Context: an optimization exercise on an open-source flow, tuned for a short achievable clock period and few clock cycles. The choices shown serve that exercise and are no tape-out recipe. Function was checked by simulation only, so behaviour that the tests miss may differ from the original. Power and IR drop assume default switching activity.

## flow/run.sh

```bash
#!/bin/bash
# synth_recipe.tcl (not shown) runs the flow's synth.tcl, then flattens the netlist and writes it again
# the make line also repeats each setting of config.mk as NAME=value (left out here)
make -C /OpenROAD-flow-scripts/flow DESIGN_CONFIG=/design/flow/config.mk WORK_HOME=/design/flow/orfs CLKGATE_MAP_FILE= SYNTH_SCRIPT=/design/flow/synth_recipe.tcl finish
```

## flow/config.mk

```make
export PLATFORM = sky130hd
export DESIGN_NAME = core
export DESIGN_NICKNAME = core
export VERILOG_FILES = /design/flow/design.v
export SDC_FILE = /design/flow/constraint.sdc
export NUM_CORES = 4
export LEC_CHECK = 0
export CAP_MARGIN = 20
export CORE_MARGIN = 2
export CORE_UTILIZATION = 40
export SLEW_MARGIN = 20
```

## flow/constraint.sdc

```tcl
create_clock -name core_clock -period 9.0 [get_ports {clk_i}]
set_input_delay 1.8000 -clock core_clock [delete_from_list [all_inputs] [get_ports {clk_i}]]
set_output_delay 1.8000 -clock core_clock [all_outputs]
set_load 0.01 [all_outputs]
```

## flow/design.v

```verilog
package alu_pkg;
  typedef enum logic [2:0] {
    ALU_ADD = 3'b000,
    ALU_SUB = 3'b001,
    ALU_XOR = 3'b100,
    ALU_OR  = 3'b110,
    ALU_AND = 3'b111
  } alu_type_t;
endpackage
package comparer_pkg;
  typedef enum logic [2:0] {
    CMP_EQ   = 3'b000,
    CMP_NE   = 3'b001,
    CMP_LT2  = 3'b010,
    CMP_LTU2 = 3'b011,
    CMP_LT   = 3'b100,
    CMP_GE   = 3'b101,
    CMP_LTU  = 3'b110,
    CMP_GEU  = 3'b111
  } comparer_type_t;
endpackage
package shifter_pkg;
  typedef enum logic [1:0] {
    SHIFT_LEFT  = 2'b00,
    SHIFT_RIGHT = 2'b01,
    SHIFT_ARITH = 2'b10
  } shifter_type_t;
endpackage
package immediate_decoder_pkg;
  typedef enum logic [2:0] {
    IMM_I = 3'b000,
    IMM_S = 3'b001,
    IMM_B = 3'b010,
    IMM_U = 3'b011,
    IMM_J = 3'b100
  } immediate_decoder_type_t;
endpackage
package load_memory_decoder_pkg;
  typedef enum logic [2:0] {
    LOAD_B  = 3'b000,
    LOAD_H  = 3'b001,
    LOAD_W  = 3'b010,
    LOAD_BU = 3'b100,
    LOAD_HU = 3'b101
  } load_memory_decoder_type_t;
endpackage
package store_memory_encoder_pkg;
  typedef enum logic [1:0] {
    STORE_B = 2'b00,
    STORE_H = 2'b01,
    STORE_W = 2'b10
  } store_memory_encoder_type_t;
endpackage
package csr_pkg;
  typedef enum logic [1:0] {
    CSR_READ_ONLY = 2'b00,
    CSR_WRITE     = 2'b01,
    CSR_SET       = 2'b10,
    CSR_CLEAR     = 2'b11
  } csr_access_type_t;
  typedef enum logic [30:0] {
    INSTRUCTION_ADDRESS_MISALIGNED_CODE = 0,
    ILLEGAL_INSTRUCTION_CODE            = 2,
    BREAKPOINT_CODE                     = 3,
    LOAD_ADDRESS_MISALIGNED_CODE        = 4,
    STORE_ADDRESS_MISALIGNED_CODE       = 6,
    ECALL_CODE                          = 11
  } exception_cause_t;
endpackage
package controller_pkg;
  typedef enum logic {
    READ  = 1'b0,
    WRITE = 1'b1
  } memory_command_type_t;
  typedef enum logic {
    ZERO           = 1'b0,
    EXECUTE_RESULT = 1'b1
  } trap_value_type_t;
endpackage
module alu #(
    parameter N = 32
) (
    input  logic [  2:0] type_,
    input  logic [N-1:0] in1,
    input  logic [N-1:0] in2,
    output logic [N-1:0] out
);
  always_comb
    case (type_)
      alu_pkg::ALU_ADD: out = in1 + in2;
      alu_pkg::ALU_SUB: out = in1 - in2;
      alu_pkg::ALU_XOR: out = in1 ^ in2;
      alu_pkg::ALU_OR:  out = in1 | in2;
      alu_pkg::ALU_AND: out = in1 & in2;
      default:          out = 'bx;
    endcase
endmodule
module comparer #(
    parameter N = 32
) (
    input  logic [  2:0] type_,
    input  logic [N-1:0] in1,
    input  logic [N-1:0] in2,
    output logic         out
);
  always_comb
    case (type_)
      comparer_pkg::CMP_EQ:   out = in1 == in2;
      comparer_pkg::CMP_NE:   out = in1 != in2;
      comparer_pkg::CMP_LT2:  out = $signed(in1) < $signed(in2);
      comparer_pkg::CMP_LTU2: out = in1 < in2;
      comparer_pkg::CMP_LT:   out = $signed(in1) < $signed(in2);
      comparer_pkg::CMP_GE:   out = $signed(in1) >= $signed(in2);
      comparer_pkg::CMP_LTU:  out = in1 < in2;
      comparer_pkg::CMP_GEU:  out = in1 >= in2;
    endcase
endmodule
module shifter #(
    parameter N = 32
) (
    input  logic [  1:0] type_,
    input  logic [N-1:0] in,
    input  logic [  4:0] shift,
    output logic [N-1:0] out
);
  always_comb
    case (type_)
      shifter_pkg::SHIFT_LEFT: out = in << shift;
      shifter_pkg::SHIFT_RIGHT: out = in >> shift;
      shifter_pkg::SHIFT_ARITH: out = $signed(in) >>> shift;
      default: out = 'bx;
    endcase
endmodule
module immediate_decoder (
    input  logic [ 2:0] type_,
    input  logic [31:0] in,
    output logic [31:0] out
);
  always_comb
    case (type_)
      immediate_decoder_pkg::IMM_I: out = {{21{in[31]}}, in[30:25], in[24:21], in[20]};
      immediate_decoder_pkg::IMM_S: out = {{21{in[31]}}, in[30:25], in[11:8], in[7]};
      immediate_decoder_pkg::IMM_B: out = {{20{in[31]}}, in[7], in[30:25], in[11:8], 1'b0};
      immediate_decoder_pkg::IMM_U: out = {in[31], in[30:20], in[19:12], 12'b0};
      immediate_decoder_pkg::IMM_J:
      out = {{12{in[31]}}, in[19:12], in[20], in[30:25], in[24:21], 1'b0};
      default: out = 'bx;
    endcase
endmodule
module load_memory_decoder (
    input logic [2:0] type_,
    input logic [1:0] offset,
    input logic [31:0] in,
    output logic [31:0] out,
    output logic misaligned_exception
);
  always_comb begin
    misaligned_exception = 0;
    out = 'bx;
    case (type_)
      load_memory_decoder_pkg::LOAD_B:
      case (offset)
        0: out = {{24{in[7]}}, in[7:0]};
        1: out = {{24{in[15]}}, in[15:8]};
        2: out = {{24{in[23]}}, in[23:16]};
        3: out = {{24{in[31]}}, in[31:24]};
      endcase
      load_memory_decoder_pkg::LOAD_H:
      case (offset)
        0: out = {{16{in[15]}}, in[15:0]};
        1: out = {{16{in[23]}}, in[23:8]};
        2: out = {{16{in[31]}}, in[31:16]};
        default: misaligned_exception = 1;
      endcase
      load_memory_decoder_pkg::LOAD_W:
      case (offset)
        0: out = in;
        default: misaligned_exception = 1;
      endcase
      load_memory_decoder_pkg::LOAD_BU:
      case (offset)
        0: out = {24'b0, in[7:0]};
        1: out = {24'b0, in[15:8]};
        2: out = {24'b0, in[23:16]};
        3: out = {24'b0, in[31:24]};
      endcase
      load_memory_decoder_pkg::LOAD_HU:
      case (offset)
        0: out = {16'b0, in[15:0]};
        1: out = {16'b0, in[23:8]};
        2: out = {16'b0, in[31:16]};
        default: misaligned_exception = 1;
      endcase
      default: ;
    endcase
  end
endmodule
module store_memory_encoder (
    input logic [1:0] type_,
    input logic [1:0] offset,
    input logic [31:0] in,
    output logic [31:0] out,
    output logic [3:0] sel,
    output logic misaligned_exception
);
  always_comb begin
    misaligned_exception = 0;
    out = 'bx;
    sel = 4'bx;
    case (type_)
      store_memory_encoder_pkg::STORE_B:
      case (offset)
        0: begin
          out = {24'bx, in[7:0]};
          sel = 4'b0001;
        end
        1: begin
          out = {16'bx, in[7:0], 8'bx};
          sel = 4'b0010;
        end
        2: begin
          out = {8'bx, in[7:0], 16'bx};
          sel = 4'b0100;
        end
        3: begin
          out = {in[7:0], 24'bx};
          sel = 4'b1000;
        end
      endcase
      store_memory_encoder_pkg::STORE_H:
      case (offset)
        0: begin
          out = {16'bx, in[15:0]};
          sel = 4'b0011;
        end
        1: begin
          out = {8'bx, in[15:0], 8'bx};
          sel = 4'b0110;
        end
        2: begin
          out = {in[15:0], 16'bx};
          sel = 4'b1100;
        end
        default: misaligned_exception = 1;
      endcase
      store_memory_encoder_pkg::STORE_W:
      case (offset)
        0: begin
          out = in;
          sel = 4'b1111;
        end
        default: misaligned_exception = 1;
      endcase
      default: ;
    endcase
  end
endmodule
module regcell #(
    parameter N = 32
) (
    input  logic         clk,
    input  logic [N-1:0] in,
    input  logic         write_enable,
    output logic [N-1:0] out
);
  always_ff @(posedge clk) if (write_enable) out <= in;
endmodule
module regcell_reset #(
    parameter RESET_VALUE = 0
) (
    input  logic        clk,
    input  logic        reset,
    input  logic [31:0] in,
    input  logic        write_enable,
    output logic [31:0] out
);
  always_ff @(posedge clk)
    if (reset) out <= RESET_VALUE;
    else if (write_enable) out <= in;
endmodule
module register_file (
    input  logic        clk,
    input  logic [ 4:0] read_address1,
    input  logic [ 4:0] read_address2,
    input  logic [ 4:0] write_address,
    input  logic [31:0] write_data,
    input  logic        write_enable,
    output logic [31:0] read_data1,
    output logic [31:0] read_data2
);
  logic [31:0] rf[31:0];
  logic [31:0] d1, d2;
  always_ff @(posedge clk)
    if (write_enable) rf[write_address] <= write_data;
    else begin
      d1 <= rf[read_address1];
      d2 <= rf[read_address2];
    end
  assign read_data1 = read_address1 == 0 ? 0 : d1;
  assign read_data2 = read_address2 == 0 ? 0 : d2;
endmodule
typedef enum logic [11:0] {
  MSTATUS   = 12'h300,
  MISA      = 12'h301,
  MIE       = 12'h304,
  MTVEC     = 12'h305,
  MSCRATCH  = 12'h340,
  MEPC      = 12'h341,
  MCAUSE    = 12'h342,
  MTVAL     = 12'h343,
  MVENDORID = 12'hf11,
  MARCHID   = 12'hf12,
  MIMPID    = 12'hf13,
  MHARTID   = 12'hf14
} csr_id_t;
module csr (
    input  logic        clk,
    input  logic        reset,
    input  logic [11:0] csr_id,
    input  logic [ 1:0] access_type,
    input  logic [31:0] in,
    output logic [31:0] out,
    input  logic        external_interrupt,
    input  logic        timer_interrupt,
    input  logic        software_interrupt,
    input  logic        exception,
    input  logic [30:0] exception_cause,
    input  logic [31:0] trap_value,
    input  logic        exit_trap,
    input  logic [31:0] current_pc,
    output logic [31:0] trap_pc,
    output logic [31:0] ret_pc,
    input  logic        handle_trap,
    output logic        interrupted
);
  logic [29:0] mtvec;
  logic [31:0] mscratch;
  logic [29:0] mepc;
  logic [31:0] mcause;
  logic [31:0] mtval;
  logic        mie_meie;
  logic        mie_mtie;
  logic        mie_msie;
  logic        mstatus_mie;
  logic        mstatus_mpie;
  logic        write_enable;
  logic [31:0] current;
  logic [31:0] next;
  assign write_enable = access_type != csr_pkg::CSR_READ_ONLY;
  assign interrupted = (mstatus_mie && (external_interrupt && mie_meie || timer_interrupt &&
                                        mie_mtie || software_interrupt && mie_msie));
  always_ff @(posedge clk)
    if (reset) begin
      mepc <= 0;
      mtvec <= 0;
      mcause <= 0;
      mie_meie <= 0;
      mie_mtie <= 0;
      mie_msie <= 0;
      mstatus_mie <= 0;
      mstatus_mpie <= 0;
    end else if (handle_trap) begin
      mepc <= current_pc[31:2];
      mstatus_mpie <= mstatus_mie;
      mstatus_mie <= 0;
      mcause[31] <= exception ? 0 : 1;
      mtval <= trap_value;
      case (1'b1)
        mstatus_mie && external_interrupt && mie_meie: mcause[30:0] <= 11;
        mstatus_mie && software_interrupt && mie_msie: mcause[30:0] <= 3;
        mstatus_mie && timer_interrupt && mie_mtie: mcause[30:0] <= 7;
        default: mcause[30:0] <= exception_cause;
      endcase
    end else if (exit_trap) begin
      mstatus_mie  <= mstatus_mpie;
      mstatus_mpie <= 1;
    end else if (write_enable)
      case (csr_id)
        MTVEC: mtvec <= next[31:2];
        MSCRATCH: mscratch <= next;
        MEPC: mepc <= next[31:2];
        MCAUSE: mcause <= next;
        MIE: begin
          mie_meie <= next[11];
          mie_mtie <= next[7];
          mie_msie <= next[3];
        end
        MSTATUS: begin
          mstatus_mie  <= next[3];
          mstatus_mpie <= next[7];
        end
        default: ;
      endcase
  assign out = current;
  assign trap_pc = {mtvec, 2'b0};
  assign ret_pc = {mepc, 2'b0};
  always_comb
    case (csr_id)
      MISA: current = 32'h40000000    | (32'b1 << 8)   ;
      MVENDORID: current = 32'b0;
      MARCHID: current = 32'b0;
      MIMPID: current = 32'b0;
      MHARTID: current = 32'b0;
      MSTATUS: begin
        current = 32'b0;
        current[7] = mstatus_mpie;
        current[3] = mstatus_mie;
      end
      MIE: begin
        current = 32'b0;
        current[11] = mie_meie;
        current[7] = mie_mtie;
        current[3] = mie_msie;
      end
      MTVEC: current = {mtvec, 2'b0};
      MSCRATCH: current = mscratch;
      MEPC: current = {mepc, 2'b0};
      MCAUSE: current = mcause;
      MTVAL: current = mtval;
      default: current = 32'b0;
    endcase
  always_comb
    case (access_type)
      csr_pkg::CSR_WRITE: next = in;
      csr_pkg::CSR_SET: next = current | in;
      csr_pkg::CSR_CLEAR: next = current & ~in;
      default: next = 'bx;
    endcase
endmodule
typedef enum logic [6:0] {
  LUI    = 7'b0110111,
  AUIPC  = 7'b0010111,
  JAR    = 7'b1101111,
  JALR   = 7'b1100111,
  BRANCH = 7'b1100011,
  LOAD   = 7'b0000011,
  STORE  = 7'b0100011,
  CALCI  = 7'b0010011,
  CALCR  = 7'b0110011,
  FENCE  = 7'b0001111,
  SYSTEM = 7'b1110011
} opcode_t;
typedef enum logic [31:0] {
  MRET   = 32'b0011000_00010_00000_000_00000_1110011,
  ECALL  = 32'b000000000000_00000_000_00000_1110011,
  EBREAK = 32'b000000000001_00000_000_00000_1110011
} system_instruction_t;
module controller (
    input logic clk,
    input logic reset,
    input logic [31:0] next_pc,
    input logic [31:0] instruction,
    input logic [31:0] read_memory_address,
    input logic [31:0] write_memory_address,
    input logic ack_i,
    input logic interrupted,
    input logic misaligned_exception,
    output logic execute_result_write_enable,
    output logic load_memory_data_write_enable,
    output logic pc_write_enable,
    output logic instruction_write_enable,
    output logic register_file_write_enable,
    output logic memory_command,
    output logic [31:0] adr_o,
    output logic stb_o,
    output logic write_immediate_to_register_file,
    output logic write_pc_inc_to_register_file,
    output logic write_execute_result_to_pc,
    output logic clear_pc_lsb,
    output logic write_execute_result_to_pc_if_compare_met,
    output logic write_load_memory_to_register_file,
    output logic use_execute_result_for_read_memory,
    output logic execute_alu,
    output logic execute_compare,
    output logic execute_shift,
    output logic execute_csr,
    output logic use_immediate,
    output logic use_immediate_for_compare,
    output logic use_pc_for_alu,
    output logic [2:0] immediate_type,
    output logic [2:0] alu_type,
    output logic [1:0] shift_type,
    output logic [2:0] compare_type,
    output logic [2:0] load_memory_decoder_type,
    output logic [1:0] store_memory_encoder_type,
    output logic [1:0] csr_access_type,
    output logic [11:0] csr_id,
    output logic        handle_trap,
    output logic        exit_trap,
    output logic        trap_value_type,
    output logic [ 2:0] debug_state,
    output logic        exception,
    output logic [30:0] exception_cause
);
  logic [6:0] opcode;
  logic [2:0] funct3;
  logic [6:0] funct7;
  typedef enum logic [2:0] {
    state_fetch,
    state_decode,
    state_execute,
    state_memory,
    state_write_back,
    state_trap
  } state;
  state current_state;
  state next_state;
  logic next_exception;
  logic [30:0] next_exception_cause;
  logic next_trap_value_type;
  always_ff @(posedge clk)
    if (reset) begin
      current_state <= state_fetch;
      exception <= 0;
      exception_cause <= 0;
      trap_value_type <= controller_pkg::ZERO;
    end else begin
      current_state <= next_state;
      exception <= next_exception;
      exception_cause <= next_exception_cause;
      trap_value_type <= next_trap_value_type;
    end
  assign opcode = instruction[6:0];
  assign funct3 = instruction[14:12];
  assign funct7 = instruction[31:25];
  always_comb begin
    execute_result_write_enable = 0;
    load_memory_data_write_enable = 0;
    pc_write_enable = 0;
    instruction_write_enable = 0;
    register_file_write_enable = 0;
    memory_command = 1'bx;
    adr_o = 32'bx;
    stb_o = 0;
    write_immediate_to_register_file = 0;
    write_pc_inc_to_register_file = 0;
    write_execute_result_to_pc = 0;
    clear_pc_lsb = 0;
    write_execute_result_to_pc_if_compare_met = 0;
    write_load_memory_to_register_file = 0;
    use_execute_result_for_read_memory = 0;
    execute_alu = 0;
    execute_compare = 0;
    execute_shift = 0;
    execute_csr = 0;
    use_immediate = 0;
    use_immediate_for_compare = 0;
    use_pc_for_alu = 0;
    immediate_type = 3'bx;
    alu_type = 3'bx;
    compare_type = 3'bx;
    shift_type = 2'bx;
    load_memory_decoder_type = funct3;
    store_memory_encoder_type = funct3[1:0];
    csr_access_type = csr_pkg::CSR_READ_ONLY;
    csr_id = instruction[31:20];
    handle_trap = 0;
    exit_trap = 0;
    next_exception = exception;
    next_exception_cause = exception_cause;
    next_trap_value_type = trap_value_type;
    case (current_state)
      state_fetch: begin
        next_state = state_fetch;
        next_exception = 0;
        next_exception_cause = 0;
        next_trap_value_type = controller_pkg::ZERO;
        memory_command = controller_pkg::READ;
        adr_o = read_memory_address;
        stb_o = 1;
        if (ack_i) begin
          next_state = state_decode;
          instruction_write_enable = 1;
        end
      end
      state_decode: begin
        next_state = state_execute;
        if (interrupted) next_state = state_trap;
      end
      state_execute: begin
        next_state = state_write_back;
        execute_result_write_enable = 1;
        case (opcode)
          LUI:   ;
          AUIPC, JAR, BRANCH: begin
            execute_alu = 1;
            alu_type = alu_pkg::ALU_ADD;
            use_pc_for_alu = 1;
            use_immediate = 1;
            case (opcode)
              AUIPC: immediate_type = immediate_decoder_pkg::IMM_U;
              JAR: immediate_type = immediate_decoder_pkg::IMM_J;
              BRANCH: begin
                immediate_type = immediate_decoder_pkg::IMM_B;
                compare_type   = funct3;
              end
              default: immediate_type = 3'bx;
            endcase
          end
          JALR: begin
            execute_alu = 1;
            alu_type = alu_pkg::ALU_ADD;
            use_immediate = 1;
            immediate_type = immediate_decoder_pkg::IMM_I;
          end
          LOAD, STORE: begin
            execute_alu = 1;
            alu_type = alu_pkg::ALU_ADD;
            use_immediate = 1;
            immediate_type = (opcode == LOAD) ? immediate_decoder_pkg::IMM_I :
                immediate_decoder_pkg::IMM_S;
            next_state = state_memory;
          end
          CALCI, CALCR: begin
            if (opcode == CALCI) begin
              use_immediate = 1;
              use_immediate_for_compare = 1;
              immediate_type = immediate_decoder_pkg::IMM_I;
            end
            casez (funct3)
              3'b01?: begin
                execute_compare = 1;
                compare_type = funct3;
              end
              3'b?01: begin
                execute_shift = 1;
                case ({
                  funct3[2], funct7
                })
                  8'b00000000: shift_type = shifter_pkg::SHIFT_LEFT;
                  8'b10000000: shift_type = shifter_pkg::SHIFT_RIGHT;
                  8'b10100000: shift_type = shifter_pkg::SHIFT_ARITH;
                  default: begin
                    next_exception = 1;
                    next_exception_cause = csr_pkg::ILLEGAL_INSTRUCTION_CODE;
                  end
                endcase
              end
              default: begin
                execute_alu = 1;
                alu_type = (opcode == CALCR && funct7 == 7'b0100000) ? alu_pkg::ALU_SUB : funct3;
              end
            endcase
          end
          FENCE: begin
            next_state = state_write_back;
          end
          SYSTEM: begin
            case (funct3)
              3'b000, 3'b100: begin
                case (instruction)
                  MRET: exit_trap = 1;
                  EBREAK: begin
                    next_exception = 1;
                    next_exception_cause = csr_pkg::BREAKPOINT_CODE;
                  end
                  ECALL: begin
                    next_exception = 1;
                    next_exception_cause = csr_pkg::ECALL_CODE;
                  end
                  default: begin
                    next_exception = 1;
                    next_exception_cause = csr_pkg::ILLEGAL_INSTRUCTION_CODE;
                  end
                endcase
              end
              default: begin
                execute_csr   = 1;
                use_immediate = funct3[2];
                case (funct3[1:0])
                  2'b01:   csr_access_type = csr_pkg::CSR_WRITE;
                  2'b10:   csr_access_type = csr_pkg::CSR_SET;
                  2'b11:   csr_access_type = csr_pkg::CSR_CLEAR;
                  default: ;
                endcase
              end
            endcase
            next_state = state_write_back;
          end
          default: begin
            next_exception = 1;
            next_exception_cause = csr_pkg::ILLEGAL_INSTRUCTION_CODE;
          end
        endcase
        if (next_exception) next_state = state_trap;
      end
      state_memory: begin
        next_state = state_memory;
        if (opcode == LOAD) begin
          use_execute_result_for_read_memory = 1;
          memory_command = controller_pkg::READ;
          adr_o = read_memory_address;
        end else begin
          memory_command = controller_pkg::WRITE;
          adr_o = write_memory_address;
        end
        if (misaligned_exception) begin
          next_state = state_trap;
          next_exception = 1;
          next_exception_cause = (opcode == LOAD) ? csr_pkg::LOAD_ADDRESS_MISALIGNED_CODE :
              csr_pkg::STORE_ADDRESS_MISALIGNED_CODE;
          next_trap_value_type = controller_pkg::EXECUTE_RESULT;
        end else begin
          stb_o = 1;
          if (ack_i) begin
            next_state = state_write_back;
            if (opcode == LOAD) begin
              load_memory_data_write_enable = 1;
            end
          end
        end
      end
      state_write_back: begin
        case (opcode)
          LUI: begin
            write_immediate_to_register_file = 1;
            immediate_type = immediate_decoder_pkg::IMM_U;
          end
          JAR, JALR: begin
            write_pc_inc_to_register_file = 1;
            write_execute_result_to_pc = 1;
            clear_pc_lsb = opcode == JALR;
          end
          BRANCH: write_execute_result_to_pc_if_compare_met = 1;
          LOAD: write_load_memory_to_register_file = 1;
          SYSTEM: if (instruction == MRET) write_execute_result_to_pc = 1;
          default: ;
        endcase
        if ((opcode == JAR || opcode == JALR || opcode == BRANCH) && next_pc[1:0] != 0) begin
          next_state = state_trap;
          next_exception = 1;
          next_exception_cause = csr_pkg::INSTRUCTION_ADDRESS_MISALIGNED_CODE;
        end else begin
          next_state = state_fetch;
          pc_write_enable = 1;
          case (opcode)
            LUI, AUIPC, JAR, JALR, LOAD, CALCI, CALCR: register_file_write_enable = 1;
            SYSTEM: begin
              if (funct3 != 3'b000 && funct3 != 3'b100) register_file_write_enable = 1;
            end
            default: ;
          endcase
        end
      end
      state_trap: begin
        next_state = state_fetch;
        pc_write_enable = 1;
        handle_trap = 1;
      end
      default: next_state = state_fetch;   
    endcase
  end
  assign debug_state = current_state;
endmodule
module data_path #(
    parameter START_ADDRESS = 0
) (
    input logic clk,
    input logic reset,
    input logic memory_command,
    input logic [31:0] read_memory_data,
    output logic [31:0] read_memory_address,
    output logic [31:0] write_memory_data,
    output logic [31:0] write_memory_address,
    output logic [3:0] sel_o,
    input logic execute_result_write_enable,
    input logic load_memory_data_write_enable,
    input logic pc_write_enable,
    input logic instruction_write_enable,
    input logic register_file_write_enable,
    input logic write_immediate_to_register_file,
    input logic write_load_memory_to_register_file,
    input logic write_execute_result_to_pc,
    input logic clear_pc_lsb,
    input logic write_execute_result_to_pc_if_compare_met,
    input logic write_pc_inc_to_register_file,
    input logic use_execute_result_for_read_memory,
    input logic execute_alu,
    input logic execute_compare,
    input logic execute_shift,
    input logic execute_csr,
    input logic use_immediate,
    input logic use_immediate_for_compare,
    input logic use_pc_for_alu,
    input logic handle_trap,
    input logic exit_trap,
    input logic [2:0] immediate_type,
    input logic [2:0] alu_type,
    input logic [1:0] shift_type,
    input logic [2:0] compare_type,
    input logic [2:0] load_memory_decoder_type,
    input logic [1:0] store_memory_encoder_type,
    output logic [31:0] instruction,
    output logic [31:0] current_pc,
    output logic [31:0] next_pc,
    input  logic [31:0] csr_trap_pc,
    input  logic [31:0] csr_ret_pc,
    output logic [31:0] csr_in,
    input  logic [31:0] csr_out,
    output logic misaligned_exception,
    input logic trap_value_type,
    output logic [31:0] trap_value,
    output logic [31:0] debug_in1,
    output logic [31:0] debug_in2,
    output logic [31:0] debug_result
);
  logic        use_execute_result_to_pc;
  logic [31:0] pc_inc;
  logic [31:0] register_file_write_data;
  logic [31:0] register_file_read_data1;
  logic [31:0] register_file_read_data2;
  logic [31:0] immediate;
  logic [31:0] alu_in1;
  logic [31:0] alu_in2;
  logic [31:0] alu_out;
  logic [31:0] compare_in2;
  logic        compare_out;
  logic [31:0] compare_out_extended;
  logic        compare_result;
  logic [ 4:0] shift_count;
  logic [31:0] shift_out;
  logic [31:0] execute_result_in;
  logic [31:0] execute_result;
  logic [31:0] load_memory_decoder_out;
  logic [31:0] load_memory_data;
  logic        load_misaligned_exception;
  logic        store_misaligned_exception;
  regcell_reset #(START_ADDRESS) reg_pc (
      clk,
      reset,
      next_pc,
      pc_write_enable,
      current_pc
  );
  regcell reg_instruction (
      clk,
      read_memory_data,
      instruction_write_enable,
      instruction
  );
  register_file register_file (
      clk,
      instruction[19:15],
      instruction[24:20],
      instruction[11:7],
      register_file_write_data,
      register_file_write_enable,
      register_file_read_data1,
      register_file_read_data2
  );
  immediate_decoder immediate_decoder (
      immediate_type,
      instruction,
      immediate
  );
  alu alu (
      alu_type,
      alu_in1,
      alu_in2,
      alu_out
  );
  comparer comparer (
      compare_type,
      register_file_read_data1,
      compare_in2,
      compare_out
  );
  regcell #(1) reg_compare_result (
      clk,
      compare_out,
      execute_result_write_enable,
      compare_result
  );
  shifter shifter (
      shift_type,
      register_file_read_data1,
      shift_count,
      shift_out
  );
  regcell reg_execute_result (
      clk,
      execute_result_in,
      execute_result_write_enable,
      execute_result
  );
  load_memory_decoder load_memory_decoder (
      load_memory_decoder_type,
      execute_result[1:0],
      read_memory_data,
      load_memory_decoder_out,
      load_misaligned_exception
  );
  regcell reg_load_memory_data (
      clk,
      load_memory_decoder_out,
      load_memory_data_write_enable,
      load_memory_data
  );
  store_memory_encoder store_memory_encoder (
      store_memory_encoder_type,
      execute_result[1:0],
      register_file_read_data2,
      write_memory_data,
      sel_o,
      store_misaligned_exception
  );
  assign debug_result = execute_result_in;
  assign debug_in1 = alu_in1;
  assign debug_in2 = alu_in2;
  assign pc_inc = current_pc + 4;
  assign use_execute_result_to_pc = (
      write_execute_result_to_pc || (write_execute_result_to_pc_if_compare_met && compare_result));
  always_comb
    case (1'b1)
      use_execute_result_to_pc: next_pc = {execute_result[31:1], execute_result[0] & ~clear_pc_lsb};
      handle_trap: next_pc = csr_trap_pc;
      default: next_pc = pc_inc;
    endcase
  always_comb
    case (1'b1)
      write_pc_inc_to_register_file: register_file_write_data = pc_inc;
      write_immediate_to_register_file: register_file_write_data = immediate;
      write_load_memory_to_register_file: register_file_write_data = load_memory_data;
      default: register_file_write_data = execute_result;
    endcase
  assign alu_in1 = use_pc_for_alu ? current_pc : register_file_read_data1;
  assign alu_in2 = use_immediate ? immediate : register_file_read_data2;
  assign compare_in2 = use_immediate_for_compare ? immediate : register_file_read_data2;
  assign compare_out_extended = {31'b0, compare_out};
  assign shift_count = use_immediate ? instruction[24:20] : register_file_read_data2[4:0];
  always_comb
    case (1'b1)
      execute_alu: execute_result_in = alu_out;
      execute_compare: execute_result_in = compare_out_extended;
      execute_shift: execute_result_in = shift_out;
      execute_csr: execute_result_in = csr_out;
      exit_trap: execute_result_in = csr_ret_pc;
      default: execute_result_in = 'bx;
    endcase
  assign read_memory_address = use_execute_result_for_read_memory ? execute_result : current_pc;
  assign write_memory_address = execute_result;
  assign csr_in = use_immediate ? {27'b0, instruction[19:15]} : register_file_read_data1;
  assign misaligned_exception = (memory_command == controller_pkg::READ && load_misaligned_exception
      ) || (memory_command == controller_pkg::WRITE && store_misaligned_exception);
  always_comb
    case (trap_value_type)
      controller_pkg::ZERO: trap_value = 0;
      controller_pkg::EXECUTE_RESULT: trap_value = execute_result;
      default: trap_value = 'bx;
    endcase
endmodule
module core #(
    parameter START_ADDRESS = 0
) (
    input logic clk_i,
    input logic rst_i,
    input  logic        ack_i,
    input  logic [31:0] data_i,
    output logic [31:0] adr_o,
    output logic [31:0] data_o,
    output logic [ 3:0] sel_o,
    output logic        we_o,
    output logic        stb_o,
    input logic external_interrupt,
    input logic timer_interrupt,
    input logic software_interrupt
);
  logic [ 2:0] debug_state;
  logic [31:0] debug_in1;
  logic [31:0] debug_in2;
  logic [31:0] debug_result;
  logic                      [31:0] instruction;
  logic                             interrupted;
  logic                             misaligned_exception;
  logic                             memory_command;
  logic                      [31:0] read_memory_address;
  logic                      [31:0] write_memory_address;
  logic                             execute_result_write_enable;
  logic                             load_memory_data_write_enable;
  logic                             pc_write_enable;
  logic                             instruction_write_enable;
  logic                             register_file_write_enable;
  logic                             write_immediate_to_register_file;
  logic                             write_pc_inc_to_register_file;
  logic                             write_execute_result_to_pc;
  logic                             clear_pc_lsb;
  logic                             write_execute_result_to_pc_if_compare_met;
  logic                             write_load_memory_to_register_file;
  logic                             use_execute_result_for_read_memory;
  logic                             execute_alu;
  logic                             execute_compare;
  logic                             execute_shift;
  logic                             execute_csr;
  logic                             use_immediate;
  logic                             use_immediate_for_compare;
  logic                             use_pc_for_alu;
  logic                      [ 2:0] immediate_type;
  logic                      [ 2:0] alu_type;
  logic                      [ 1:0] shift_type;
  logic                      [ 2:0] compare_type;
  logic                      [ 2:0] load_memory_decoder_type;
  logic                      [ 1:0] store_memory_encoder_type;
  csr_pkg::csr_access_type_t        csr_access_type;
  logic                      [11:0] csr_id;
  logic                             handle_trap;
  logic                             exit_trap;
  logic                      [31:0] current_pc;
  logic                      [31:0] next_pc;
  logic                      [31:0] csr_trap_pc;
  logic                      [31:0] csr_ret_pc;
  logic                             exception;
  logic                      [30:0] exception_cause;
  logic                             trap_value_type;
  logic                      [31:0] trap_value;
  logic                      [31:0] csr_in;
  logic                      [31:0] csr_out;
  controller controller (
      clk_i,
      rst_i,
      next_pc,
      instruction,
      read_memory_address,
      write_memory_address,
      ack_i,
      interrupted,
      misaligned_exception,
      execute_result_write_enable,
      load_memory_data_write_enable,
      pc_write_enable,
      instruction_write_enable,
      register_file_write_enable,
      memory_command,
      adr_o,
      stb_o,
      write_immediate_to_register_file,
      write_pc_inc_to_register_file,
      write_execute_result_to_pc,
      clear_pc_lsb,
      write_execute_result_to_pc_if_compare_met,
      write_load_memory_to_register_file,
      use_execute_result_for_read_memory,
      execute_alu,
      execute_compare,
      execute_shift,
      execute_csr,
      use_immediate,
      use_immediate_for_compare,
      use_pc_for_alu,
      immediate_type,
      alu_type,
      shift_type,
      compare_type,
      load_memory_decoder_type,
      store_memory_encoder_type,
      csr_access_type,
      csr_id,
      handle_trap,
      exit_trap,
      trap_value_type,
      debug_state,
      exception,
      exception_cause
  );
  data_path #(START_ADDRESS) data_path (
      clk_i,
      rst_i,
      memory_command,
      data_i,
      read_memory_address,
      data_o,
      write_memory_address,
      sel_o,
      execute_result_write_enable,
      load_memory_data_write_enable,
      pc_write_enable,
      instruction_write_enable,
      register_file_write_enable,
      write_immediate_to_register_file,
      write_load_memory_to_register_file,
      write_execute_result_to_pc,
      clear_pc_lsb,
      write_execute_result_to_pc_if_compare_met,
      write_pc_inc_to_register_file,
      use_execute_result_for_read_memory,
      execute_alu,
      execute_compare,
      execute_shift,
      execute_csr,
      use_immediate,
      use_immediate_for_compare,
      use_pc_for_alu,
      handle_trap,
      exit_trap,
      immediate_type,
      alu_type,
      shift_type,
      compare_type,
      load_memory_decoder_type,
      store_memory_encoder_type,
      instruction,
      current_pc,
      next_pc,
      csr_trap_pc,
      csr_ret_pc,
      csr_in,
      csr_out,
      misaligned_exception,
      trap_value_type,
      trap_value,
      debug_in1,
      debug_in2,
      debug_result
  );
  csr csr (
      clk_i,
      rst_i,
      csr_id,
      csr_access_type,
      csr_in,
      csr_out,
      external_interrupt,
      timer_interrupt,
      software_interrupt,
      exception,
      exception_cause,
      trap_value,
      exit_trap,
      current_pc,
      csr_trap_pc,
      csr_ret_pc,
      handle_trap,
      interrupted
  );
  assign we_o = memory_command == controller_pkg::WRITE;
endmodule
```

==> impl_metrics.json <==
{
  "cts_made_buffers": 152,
  "cp.arrival_ps": 8290,
  "path_max_fanout": 18,
  "synthXorXnorAreaFrac": 0.00941,
  "setup_viol": 0,
  "async_flop_share": 0,
  "synth-edff-count": 1249,
  "cp-start-kind": "flop",
  "cts.reportedPaths.clkPinSlew_ps": 60,
  "coreArea_sq_um": 192000,
  "path_depth": 25,
  "synth_compound_area_frac": 0.125,
  "criticalPathCategory": "flop to flop",
  "dp_hpwl_mm": 222,
  "crit_path_top_delay_cell": "or4_1",
  "initial_utilization": 0.402,
  "p_per_area_nw_per_um2": 235,
  "drc_errors": 0,
  "grt_usage": 0.319,
  "grtUsageMet3": 0.0587,
  "fin_setup_tns_ps": 0,
  "grt_start_max_net_pins": 119,
  "port_buffers": 107,
  "post-cts-setup-buffer-count": 0,
  "use_met1": 0.410,
  "grt-ovfl-total": 0,
  "irDropWorstVdd_v": 0.000168,
  "clock-sinks": 1387,
  "clock_path_buffers": 3,
  "cts_tree": "done",
  "drt_iter0_markers": 8462,
  "grt.busiest_layer": "met2",
  "grt_pass1_wl_mm": 443,
  "setup_ws_ps": 1290,
  "pre_cts_slack_ps": 1330,
  "met2_usage": 0.493,
  "synthFlopType": "edfxtp_1",
  "p_total_mw": 20.5,
  "maxCapViolCount": 0,
  "die_y_microns": 443,
  "whs_path_depth": 2,
  "vias": 58300,
  "hold_slack_ps": 463,
  "clockRootBuffer": "clkbuf_16",
  "muxShareOfSynthArea": 0.204,
  "die_x_microns": 443,
  "clk_latency_ps": 840,
  "antenna_found_initial": 16,
  "fin_crit_sh": 0.857,
  "cp.required_ps": 9580,
  "critPathTopFamily": "simple AND/OR/NAND/NOR gates",
  "finalHoldViolCount": 0,
  "io_pins": 108,
  "fin_nets": 6227,
  "ys_seq_area_frac": 0.521,
  "slew_headroom": 0.228,
  "min_path_type": "flop to flop",
  "synth_nets": 6236,
  "rr_worst_depth": 25,
  "final_layout_size_suffix_gt1_frac": 0.193,
  "avgSynthCellArea_sq_um": 12.8,
  "synth.distinct_cells": 107,
  "routed_wl_mm": 319,
  "ys_warn_count": 13,
  "fmax_mhz": 130,
  "rsz0062_at_grt": "no",
  "critPathMaxStageDelay_ps": 630,
  "final_antenna_net_count": 0,
  "synth-seq-cells": 1387,
  "synth_fa_ha_area_frac": 0.0233,
  "cts_max_level": 4,
  "status": "no timing/DRC/antenna violations",
  "viasPerCell": 6.70,
  "row_count": 161,
  "dr.pass1.iters": 7,
  "ctsResizeCount": 0,
  "tightestPinTransition_ps": 1150,
  "die-area_sq_um": 197000,
  "endpoint_kind": "flop",
  "cts.hold.buffers_added": 0,
  "cp_num_buf_inv": 1,
  "cpMostUsedCell": "ha_1",
  "synth_area_sq_um": 77200,
  "netlist_instances": 6055,
  "slew_viol_final": 0,
  "wire_per_inst_microns": 36.6,
  "fin_skew_ps": 80.1,
  "synth_top_family_by_area": "multiplexers",
  "cellLeakagePower_nw": 29.2,
  "synthSimpleGateAreaFrac": 0.0854,
  "grt_pass1_vias": 56100,
  "area_delta_synth_final_pct": 12.7,
  "gp_congestion": 1.06,
  "period_needed_ps": 7710
}
## registers in the layout, summed over array words and instances, names as in the netlist, 32 cells and up
register                            flops
csr.mscratch                           32
data_path.register_file.d2             32
data_path.reg_instruction.out          32
data_path.reg_load_memory_data.out     32
csr.mtval                              32
data_path.register_file.d1             32
data_path.reg_pc.out                   32
data_path.reg_execute_result.out       32
csr.mcause                             32
data_path.register_file.rf           1024
## layout by cell type (no fill, tap or decap), types with 38 or more instances in the layout
| cell type | synthesis | routed |
|---|---|---|
| buf_4 | 6 | 197 |
| nand3_1 | 118 | 117 |
| a21o_1 | 61 | 61 |
| nor2_1 | 439 | 398 |
| o21ai_0 | 245 | 223 |
| mux4_2 | 565 | 565 |
| ha_1 | 142 | 142 |
| clkdlybuf4s50_1 | 0 | 106 |
| nand2_1 | 631 | 629 |
| a22oi_1 | 86 | 86 |
| and2_1 | 51 | 51 |
| a21oi_1 | 395 | 394 |
| clkbuf_16 | 0 | 155 |
| nor2_4 | 3 | 40 |
| clkinv_1 | 0 | 38 |
| nor3_1 | 64 | 57 |
| mux2_2 | 55 | 55 |
| a211oi_1 | 90 | 88 |
| o22ai_1 | 82 | 70 |
| o211ai_1 | 40 | 40 |
| xnor2_1 | 53 | 53 |
| o31ai_1 | 49 | 48 |
| inv_1 | 139 | 137 |
| dfxtp_1 | 138 | 137 |
| o221ai_1 | 51 | 51 |
| a31oi_1 | 68 | 68 |
| o21a_1 | 48 | 48 |
| edfxtp_1 | 1249 | 1249 |
| mux2i_1 | 243 | 242 |
## kinds of logic (layout without fill, tap and decap cells)
logic type / Yosys count / in the layout
simple gates: 1496 / 1496
compound gates: 1464 / 1464
flops: 1387 / 1387
mux: 864 / 864
buf+inv: 618 / 736
fa+ha+maj: 143 / 143
xor+xnor: 83 / 83
other cells: 0 / 8
## through the flow
step           area, sq um   util  instances
3_5_place_dp         81900  0.426       8415
5_1_grt              87100  0.453       8700
3_3_place_gp         81800  0.426       8411
6_report             87100  0.453       8707
2_1_floorplan        77200      -       6055
4_1_cts              87000  0.453       8696
## cell type report
type | instances | area (sq um)
fillers | 17300 | 105000
flip-flops and latches | 1387 | 40300
multi-input cells | 4050 | 35200
clock buffers | 190 | 4020
well taps | 2526 | 3160
repair buffers | 314 | 2780
clock inverters | 91 | 1080
inverters | 141 | 536
diodes | 8 | 20.0
## report_power, final
group / internal, mW / switching (mW) / leakage, nW
sequential: 7.25 / 0.425 / 12.5
clock: 3.65 / 2.74 / 2.46
combinational: 2.24 / 4.19 / 14.2
## cell usage after synthesis, types with 30 or more instances
| cell type | n | area, sq um |
|---|---|---|
| and2_1 | 51 | 319 |
| a22oi_1 | 86 | 646 |
| a31oi_1 | 68 | 425 |
| a21o_1 | 61 | 458 |
| inv_1 | 139 | 522 |
| clkbuf_1 | 327 | 1230 |
| o31ai_1 | 49 | 368 |
| o21a_1 | 48 | 360 |
| a21oi_1 | 395 | 1980 |
| a211oi_1 | 90 | 676 |
| xnor2_1 | 53 | 464 |
| buf_2 | 49 | 245 |
| a311oi_1 | 34 | 298 |
| nor2_1 | 439 | 1650 |
| buf_1 | 93 | 349 |
| a221oi_1 | 31 | 272 |
| o22ai_1 | 82 | 513 |
| ha_1 | 142 | 1780 |
| nand3_1 | 118 | 591 |
| xor2_1 | 30 | 263 |
| nor3_1 | 64 | 320 |
| mux2_2 | 55 | 619 |
| mux4_2 | 565 | 12700 |
| nand2_1 | 631 | 2370 |
| edfxtp_1 | 1249 | 37500 |
| dfxtp_1 | 138 | 2760 |
| o211ai_1 | 40 | 300 |
| o21ai_0 | 245 | 1230 |
| o221ai_1 | 51 | 447 |
| mux2i_1 | 243 | 2430 |
## path summary, 6_finish.rpt
kind	to	slack (ps)	from
max	data_path.reg_execute_result.out[26]	1290	data_path.reg_instruction.out[13]
min	csr.mcause[15]	460	csr.mcause[15]
min reg2reg	csr.mcause[15]	460	csr.mcause[15]
max reg2reg	data_path.reg_execute_result.out[26]	1290	data_path.reg_instruction.out[13]
## worst min-delay path, stage by stage (launching register included)
cell,delay [ps]
dfxtp_1,310
nand3_1,60
a21oi_1,50
## metal layers
| metal | vias up | wire, microns |
|---|---|---|
| li1 | 23900 | - |
| met1 | 29800 | 118000 |
| met2 | 3757 | 145000 |
| met3 | 849 | 30500 |
| met4 | 10 | 25700 |
| met5 | - | 60 |
Testbench counts, summed over its fixed seeds: cycles 2,376,083.

afterwards: timing with drivers on the ports:
How much do the figures lean on ideal ports? The routed layout below was timed once more, with nothing changed but the port constraints.
Step 1 assumes that a clkbuf_16 drives the clock port and a buf_2 every other input.
Step 2 adds t to the input delays and takes it off the output delays; t is the mean of the earliest and latest rising clock arrival at the registers after step 1. Input paths then give back, and output paths get back, about the clock's delay inside the block.
Three values: ideal ports, drivers, drivers and shift; two values: the first two.
shift t [ns]: 0.898
setup WS [ns]: 1.290 / 1.290 / 1.290
worst hold slack (ns): 0.463 / 0.463 / 0.463
latest minus earliest clock arrival (ns): 0.080 / 0.080
After both steps setup and hold are still met in this run. The setup slack of this run moves by 0.000 ns with the drivers and by 0.000 ns with both steps.
